Context: an optimization exercise on an open-source flow, tuned for small area. The choices shown serve that exercise and are no tape-out recipe. The flow treats the clock pin as an ideal source. Dropping or thinning the clock tree relies on that and would not hold on a real chip.

## run a
Design psram_controller, start of the top module:
module psram_controller #(
    parameter PSRAM_FRE  = 200_000_000,
    parameter LATENCY    = 5,
    parameter BIT_WIDTH  = 16,
    parameter BURST_LEN  = 32,
    parameter WARP_MODE  = "Wrap",
    parameter RW_METHOD  = "Linear"
) (
    input                               ram_clk,
    input                               ram_rst,
    input                               ram_en,
    input                               rw_ctrl,
    input   [31:0]                      addr_in,
    input   [BIT_WIDTH * 2 - 1 : 0]     ram_data_in,
    output                              init_cable_complete,
    output                              ctrl_idle,
    output  reg                         psram_clk,
    output                              psram_ce,
    output                              dq_en,
    output      [BIT_WIDTH - 1 : 0]     dq_out_hi,
    output      [BIT_WIDTH - 1 : 0]     dq_out_lo,
    input       [BIT_WIDTH - 1 : 0]     dq_in_hi,
    input       [BIT_WIDTH - 1 : 0]     dq_in_lo,
    output                              dm_en,
    output      [1 : 0]                 dm_out_hi,
    output      [1 : 0]                 dm_out_lo,
    input       [1 : 0]                 dm_in_hi,
    input       [1 : 0]                 dm_in_lo,
    output  reg [BIT_WIDTH * 2 - 1 : 0] ram_data_out,
    output  reg                         ram_rd_valid,
    output                              ram_wr_valid
);
For scale: roughly 86 flip-flops.
==> module psram_controller, before the edit <==
module psram_controller #(
    parameter PSRAM_FRE  = 200_000_000,
    parameter LATENCY    = 5,
    parameter BIT_WIDTH  = 16,
    parameter BURST_LEN  = 32,
    parameter WARP_MODE  = "Wrap",
    parameter RW_METHOD  = "Linear"
) (
    input                               ram_clk,
    input                               ram_rst,
    input                               ram_en,
    input                               rw_ctrl,
    input   [31:0]                      addr_in,
    input   [BIT_WIDTH * 2 - 1 : 0]     ram_data_in,
    output                              init_cable_complete,
    output                              ctrl_idle,
    output  reg                         psram_clk,
    output                              psram_ce,
    output                              dq_en,
    output      [BIT_WIDTH - 1 : 0]     dq_out_hi,
    output      [BIT_WIDTH - 1 : 0]     dq_out_lo,
    input       [BIT_WIDTH - 1 : 0]     dq_in_hi,
    input       [BIT_WIDTH - 1 : 0]     dq_in_lo,
    output                              dm_en,
    output      [1 : 0]                 dm_out_hi,
    output      [1 : 0]                 dm_out_lo,
    input       [1 : 0]                 dm_in_hi,
    input       [1 : 0]                 dm_in_lo,
    output  reg [BIT_WIDTH * 2 - 1 : 0] ram_data_out,
    output  reg                         ram_rd_valid,
    output                              ram_wr_valid
);
localparam [14:0] L_RST = 15'h3edb;
localparam [3:0] S_IDLE  = 4'b0000;
localparam [3:0] S_RST   = 4'b0001;
localparam [3:0] S_RW    = 4'b0011;
localparam [3:0] S_C0    = 4'b0100;
localparam [3:0] S_C1    = 4'b0101;
localparam [3:0] S_C2    = 4'b0110;
localparam [3:0] S_WAIT  = 4'b1000;
localparam [3:0] S_W2IR  = 4'b1010;
localparam [3:0] S_W2IW  = 4'b1011;
localparam [3:0] S_INITR = 4'b1110;
localparam [3:0] S_INITW = 4'b1111;
localparam [3:0] S_RD    = 4'b1100;
localparam [3:0] S_WR    = 4'b1101;
localparam [3:0] S_DONE  = 4'b1001;
reg [3:0]  st;
reg [14:0] lf;
reg        v_d;
reg [31:0] wd;
wire idle_s  = (st == S_IDLE);
wire rst_s   = (st == S_RST);
wire rw_s    = (st == S_RW);
wire c0_s    = (st == S_C0);
wire c1_s    = (st == S_C1);
wire c2_s    = (st == S_C2);
wire cfg_s   = c0_s | c1_s | c2_s;
wire wait_s  = (st == S_WAIT);
wire w2ir_s  = (st == S_W2IR);
wire w2iw_s  = (st == S_W2IW);
wire initr_s = (st == S_INITR);
wire initw_s = (st == S_INITW);
wire init_s  = initr_s | initw_s;
wire wr_s    = (st == S_WR);
wire rd_s    = (st == S_RD);
wire done_s  = (st == S_DONE);
wire idle_end = idle_s & (&lf[11:0]);
wire rst_end  = rst_s & ~lf[1];
wire rw_end   = rw_s & ((lf & 15'h2c83) == 15'h0481);
wire cfg_end  = cfg_s & lf[8];
wire init_end = (initw_s & lf[5]) | (initr_s & lf[1]);
wire xfer_end = (wr_s | rd_s) & lf[14];
wire done_end = done_s & lf[3];
wire lf_clr = rw_end | cfg_end | wait_s | w2ir_s | w2iw_s | init_end | xfer_end | done_end |
              (rd_s & ~v_d);
wire [14:0] lf_nx = lf_clr ? 15'd0 : {lf[13:0], ~(lf[14] ^ lf[13])};
reg [3:0] st_nx;
always @(*) begin
    st_nx = st;
    case (st)
        S_IDLE:  if (idle_end) st_nx = S_RST;
        S_RST:   if (rst_end)  st_nx = S_RW;
        S_RW:    if (rw_end)   st_nx = S_C0;
        S_C0:    if (cfg_end)  st_nx = S_C1;
        S_C1:    if (cfg_end)  st_nx = S_C2;
        S_C2:    if (cfg_end)  st_nx = S_WAIT;
        S_WAIT:  if (ram_en)   st_nx = rw_ctrl ? S_W2IW : S_W2IR;
        S_W2IR:  st_nx = S_INITR;
        S_W2IW:  st_nx = S_INITW;
        S_INITR: if (init_end) st_nx = S_RD;
        S_INITW: if (init_end) st_nx = S_WR;
        S_WR:    if (xfer_end) st_nx = S_DONE;
        S_RD:    if (xfer_end) st_nx = S_DONE;
        S_DONE:  if (done_end) st_nx = S_WAIT;
        default: st_nx = S_IDLE;
    endcase
end
wire cs0 = ~lf[0];
wire cs1 = lf[0] & ~lf[1];
wire cs2 = lf[1] & ~lf[2];
wire cs3 = lf[2] & ~lf[3];
wire cfg_act = cfg_s & ~lf[3];
wire [7:0] kbyte =
    ({8{rst_s | rw_s}} & 8'hff) |
    ({8{cfg_s & cs0}} & 8'hc0) |
    ({8{c1_s & cs2}} & 8'h04) |
    ({8{c2_s & cs2}} & 8'h08) |
    ({8{c0_s & cs3}} & 8'h09) |
    ({8{c1_s & cs3}} & 8'h40) |
    ({8{c2_s & cs3}} & 8'h41) |
    ({8{init_s & cs0}} & 8'h20) |
    ({8{initw_s & cs0}} & 8'h80);
wire a1 = init_s & cs1;
wire a2 = init_s & cs2;
assign dm_en = wr_s;
assign dq_out_hi = {wd[31:24] & {8{dm_en}},
                    (wd[23:16] & {8{dm_en}}) | kbyte |
                    ({8{a1}} & addr_in[31:24]) | ({8{a2}} & addr_in[15:8])};
assign dq_out_lo = {wd[15:8] & {8{dm_en}},
                    (wd[7:0] & {8{dm_en}}) | kbyte |
                    ({8{a1}} & addr_in[23:16]) | ({8{a2}} & addr_in[7:0])};
assign ctrl_idle = ~(init_s | wr_s | rd_s | done_s);
assign init_cable_complete = wait_s | w2ir_s | w2iw_s | ~ctrl_idle;
assign psram_ce = ~(rst_s | cfg_act | init_s | wr_s | rd_s);
assign dq_en = (rst_s & ~lf[13]) | cfg_act | (init_s & ~lf[2]) | wr_s;
wire rd_nx = (st_nx == S_RD);
assign ram_wr_valid = (st_nx == S_WR);
wire beat = rd_nx & (dm_in_lo[0] ^ dm_in_lo[1]);
always @(posedge ram_clk or negedge ram_rst) begin
    if (!ram_rst) begin
        st <= S_IDLE;
        lf <= L_RST;
        psram_clk <= 1'b0;
        ram_rd_valid <= 1'b0;
    end else begin
        st <= st_nx;
        lf <= lf_nx;
        psram_clk <= ~psram_ce | rw_s;
        ram_rd_valid <= beat;
    end
end
always @(posedge ram_clk) begin
    v_d  <= ram_rd_valid;
    wd   <= ram_data_in;
end
always @(posedge ram_clk or negedge ram_rst) begin
    if (!ram_rst) ram_data_out <= 32'd0;
    else if (beat) ram_data_out <= {dq_in_hi, dq_in_lo};
end
assign dm_out_hi = 2'b00;
assign dm_out_lo = 2'b00;
endmodule
==> flow/config.mk <==
export PLATFORM = sky130hd
export DESIGN_NAME = psram_controller
export DESIGN_NICKNAME = psram_controller
export VERILOG_FILES = /design/flow/design.v
export SDC_FILE = /design/flow/constraint.sdc
export NUM_CORES = 4
export LEC_CHECK = 0
export CAP_MARGIN = 20
export CORE_MARGIN = 2
export CORE_UTILIZATION = 40
export GPL_TIMING_DRIVEN = 0
export PLACE_DENSITY = 0.6
export SLEW_MARGIN = 20
==> flow/constraint.sdc <==
create_clock -name core_clock -period 5.0 [get_ports {ram_clk}]
set_input_delay 1.0000 -clock core_clock [delete_from_list [all_inputs] [get_ports {ram_clk}]]
set_output_delay 1.0000 -clock core_clock [all_outputs]
set_load 0.01 [all_outputs]
standard.sh (not shown) runs the stock make flow with config.mk's settings and CLKGATE_MAP_FILE= SYNTH_SCRIPT=/design/flow/synth_recipe.tcl, a recipe that flattens the netlist after the stock synthesis.
==> flow/flow/run.sh <==
#!/bin/bash
# Layout flow: the standard ORFS flow (standard.sh), run from a copy of
# the ORFS scripts folder with three files changed:
#  - abc_area.script (from flow/abc_area.script): ABC maps the logic for
#    area only, with no timing-driven buffering or upsizing;
#  - global_place.tcl: after the port buffers are added, the reset port's
#    buffer is made a buf_4 (flow/reset_buffer.tcl) so that it drives the
#    registers' reset pins without a buffer tree;
set -euo pipefail
here=$(pwd)
s="$here/orfs_scripts"
rm -rf "$s"
cp -r "$FLOW_HOME/scripts" "$s"
cp "$here/flow/abc_area.script" "$s/abc_area.script"
cp "$here/flow/clock_tree.tcl" "$s/my_clock_tree.tcl"
sed -i 's|^log_cmd clock_tree_synthesis .*$|source $::env(SCRIPTS_DIR)/my_clock_tree.tcl|' "$s/cts.tcl"
grep -q '^source $::env(SCRIPTS_DIR)/my_clock_tree.tcl$' "$s/cts.tcl"
cp "$here/flow/reset_buffer.tcl" "$s/my_reset_buffer.tcl"
sed -i 's|^\( *\)buffer_ports {\*}\[env_var_or_empty BUFFER_PORTS_ARGS\]$|&\n\1source $::env(SCRIPTS_DIR)/my_reset_buffer.tcl|' "$s/global_place.tcl"
grep -q 'source $::env(SCRIPTS_DIR)/my_reset_buffer.tcl$' "$s/global_place.tcl"
bash standard.sh "SCRIPTS_DIR=$s" ABC_AREA=1 synth > make_synth.log 2>&1
bash standard.sh "SCRIPTS_DIR=$s" \
  "BUFFER_PORTS_ARGS=-buffer_cell sky130_fd_sc_hd__buf_1" SKIP_REPAIR_TIE_FANOUT=1 REMOVE_ABC_BUFFERS=1 \
  finish > make_finish.log 2>&1
Other scripts of this flow, unchanged in this note and not shown: flow/flow/abc_area.script, flow/flow/clock_tree.tcl, flow/flow/reset_buffer.tcl
Setup changes, run a to run b
--- a/flow/design.v
+++ b/flow/design.v
@@ -30,25 +30,27 @@
     output  reg                         ram_rd_valid,
     output                              ram_wr_valid
 );
 localparam [14:0] L_RST = 15'h3edb;
+localparam [14:0] L_INV = 15'h2aaa;
 localparam [3:0] S_IDLE  = 4'b0000;
 localparam [3:0] S_RST   = 4'b0001;
 localparam [3:0] S_RW    = 4'b0011;
 localparam [3:0] S_C0    = 4'b0100;
 localparam [3:0] S_C1    = 4'b0101;
 localparam [3:0] S_C2    = 4'b0110;
 localparam [3:0] S_WAIT  = 4'b1000;
-localparam [3:0] S_W2IR  = 4'b1010;
-localparam [3:0] S_W2IW  = 4'b1011;
+localparam [3:0] S_W2IR  = 4'b0010;
+localparam [3:0] S_W2IW  = 4'b0111;
 localparam [3:0] S_INITR = 4'b1110;
 localparam [3:0] S_INITW = 4'b1111;
 localparam [3:0] S_RD    = 4'b1100;
 localparam [3:0] S_WR    = 4'b1101;
 localparam [3:0] S_DONE  = 4'b1001;
+localparam [3:0] S_RDL   = 4'b1010;
 reg [3:0]  st;
-reg [14:0] lf;
-reg        v_d;
+reg [14:0] lq;
+wire [14:0] lf = lq ^ L_INV;
 reg [31:0] wd;
 wire idle_s  = (st == S_IDLE);
 wire rst_s   = (st == S_RST);
 wire rw_s    = (st == S_RW);
@@ -63,8 +65,9 @@
 wire initw_s = (st == S_INITW);
 wire init_s  = initr_s | initw_s;
 wire wr_s    = (st == S_WR);
 wire rd_s    = (st == S_RD);
+wire rdl_s   = (st == S_RDL);
 wire done_s  = (st == S_DONE);
 wire idle_end = idle_s & (&lf[11:0]);
 wire rst_end  = rst_s & ~lf[1];
 wire rw_end   = rw_s & ((lf & 15'h2c83) == 15'h0481);
@@ -72,9 +75,9 @@
 wire init_end = (initw_s & lf[5]) | (initr_s & lf[1]);
 wire xfer_end = (wr_s | rd_s) & lf[14];
 wire done_end = done_s & lf[3];
 wire lf_clr = rw_end | cfg_end | wait_s | w2ir_s | w2iw_s | init_end | xfer_end | done_end |
-              (rd_s & ~v_d);
+              rdl_s | (rd_s & ~ram_rd_valid);
 wire [14:0] lf_nx = lf_clr ? 15'd0 : {lf[13:0], ~(lf[14] ^ lf[13])};
 reg [3:0] st_nx;
 always @(*) begin
     st_nx = st;
@@ -90,9 +93,10 @@
         S_W2IW:  st_nx = S_INITW;
         S_INITR: if (init_end) st_nx = S_RD;
         S_INITW: if (init_end) st_nx = S_WR;
         S_WR:    if (xfer_end) st_nx = S_DONE;
-        S_RD:    if (xfer_end) st_nx = S_DONE;
+        S_RD:    if (xfer_end) st_nx = S_RDL;
+        S_RDL:   st_nx = S_DONE;
         S_DONE:  if (done_end) st_nx = S_WAIT;
         default: st_nx = S_IDLE;
     endcase
 end
@@ -119,30 +123,29 @@
                     ({8{a1}} & addr_in[31:24]) | ({8{a2}} & addr_in[15:8])};
 assign dq_out_lo = {wd[15:8] & {8{dm_en}},
                     (wd[7:0] & {8{dm_en}}) | kbyte |
                     ({8{a1}} & addr_in[23:16]) | ({8{a2}} & addr_in[7:0])};
-assign ctrl_idle = ~(init_s | wr_s | rd_s | done_s);
+assign ctrl_idle = ~(init_s | wr_s | rd_s | rdl_s | done_s);
 assign init_cable_complete = wait_s | w2ir_s | w2iw_s | ~ctrl_idle;
-assign psram_ce = ~(rst_s | cfg_act | init_s | wr_s | rd_s);
+assign psram_ce = ~(rst_s | cfg_act | init_s | wr_s | rd_s | rdl_s);
 assign dq_en = (rst_s & ~lf[13]) | cfg_act | (init_s & ~lf[2]) | wr_s;
-wire rd_nx = (st_nx == S_RD);
+wire rd_nx = (st_nx == S_RD) | (st_nx == S_RDL);
 assign ram_wr_valid = (st_nx == S_WR);
 wire beat = rd_nx & (dm_in_lo[0] ^ dm_in_lo[1]);
 always @(posedge ram_clk or negedge ram_rst) begin
     if (!ram_rst) begin
         st <= S_IDLE;
-        lf <= L_RST;
+        lq <= L_RST ^ L_INV;
         psram_clk <= 1'b0;
         ram_rd_valid <= 1'b0;
     end else begin
         st <= st_nx;
-        lf <= lf_nx;
+        lq <= lf_nx ^ L_INV;
         psram_clk <= ~psram_ce | rw_s;
         ram_rd_valid <= beat;
     end
 end
 always @(posedge ram_clk) begin
-    v_d  <= ram_rd_valid;
     wd   <= ram_data_in;
 end
 always @(posedge ram_clk or negedge ram_rst) begin
     if (!ram_rst) ram_data_out <= 32'd0;
### Flow results
Run b: PASS, flow complete, no timing, DRC or antenna violations. Run a completed every stage of the flow, and the final layout passed the timing, design-rule and antenna checks. Max routed metal-1 wire length across run b and run a: run a. Status: effective utilization at floorplan parity (run b, run a). Taking run a as the reference, in run b clock period minus worst slack went up by 0.022 ns, final area now larger. The die used by run b is larger than the one used by run a. For the clock skew, run b came in 0.018 ns higher than run a did.
No run of this note included a check of the RTL's function; only the layout flow was run. No run of this note takes its clock network from TritonCTS; it comes from the design's own scripts or RTL.

## what the ideal ports hide
No port has a modelled driver above. Below, the same layouts with a new extraction and two added sets of constraints. Step 1 assumes that a clkbuf_16 drives the clock port and a buf_2 every other input. Step 2 times the ports against the registers' clock, not the clock port: input delays grow and output delays shrink by t, the midpoint of the rising clock arrivals with the driver on. Three values: ideal ports, drivers, drivers and shift; two values: the first two.
| run | t, ns | setup WS [ns] | cell pins on the clock port's net |
|---|---|---|---|
| run a | 0.497 | 0.505 / 0.478 / 0.815 | 1 |
| run b | 0.464 | 0.483 / 0.456 / 0.616 | 1 |
After both steps every run listed still meets setup and hold.
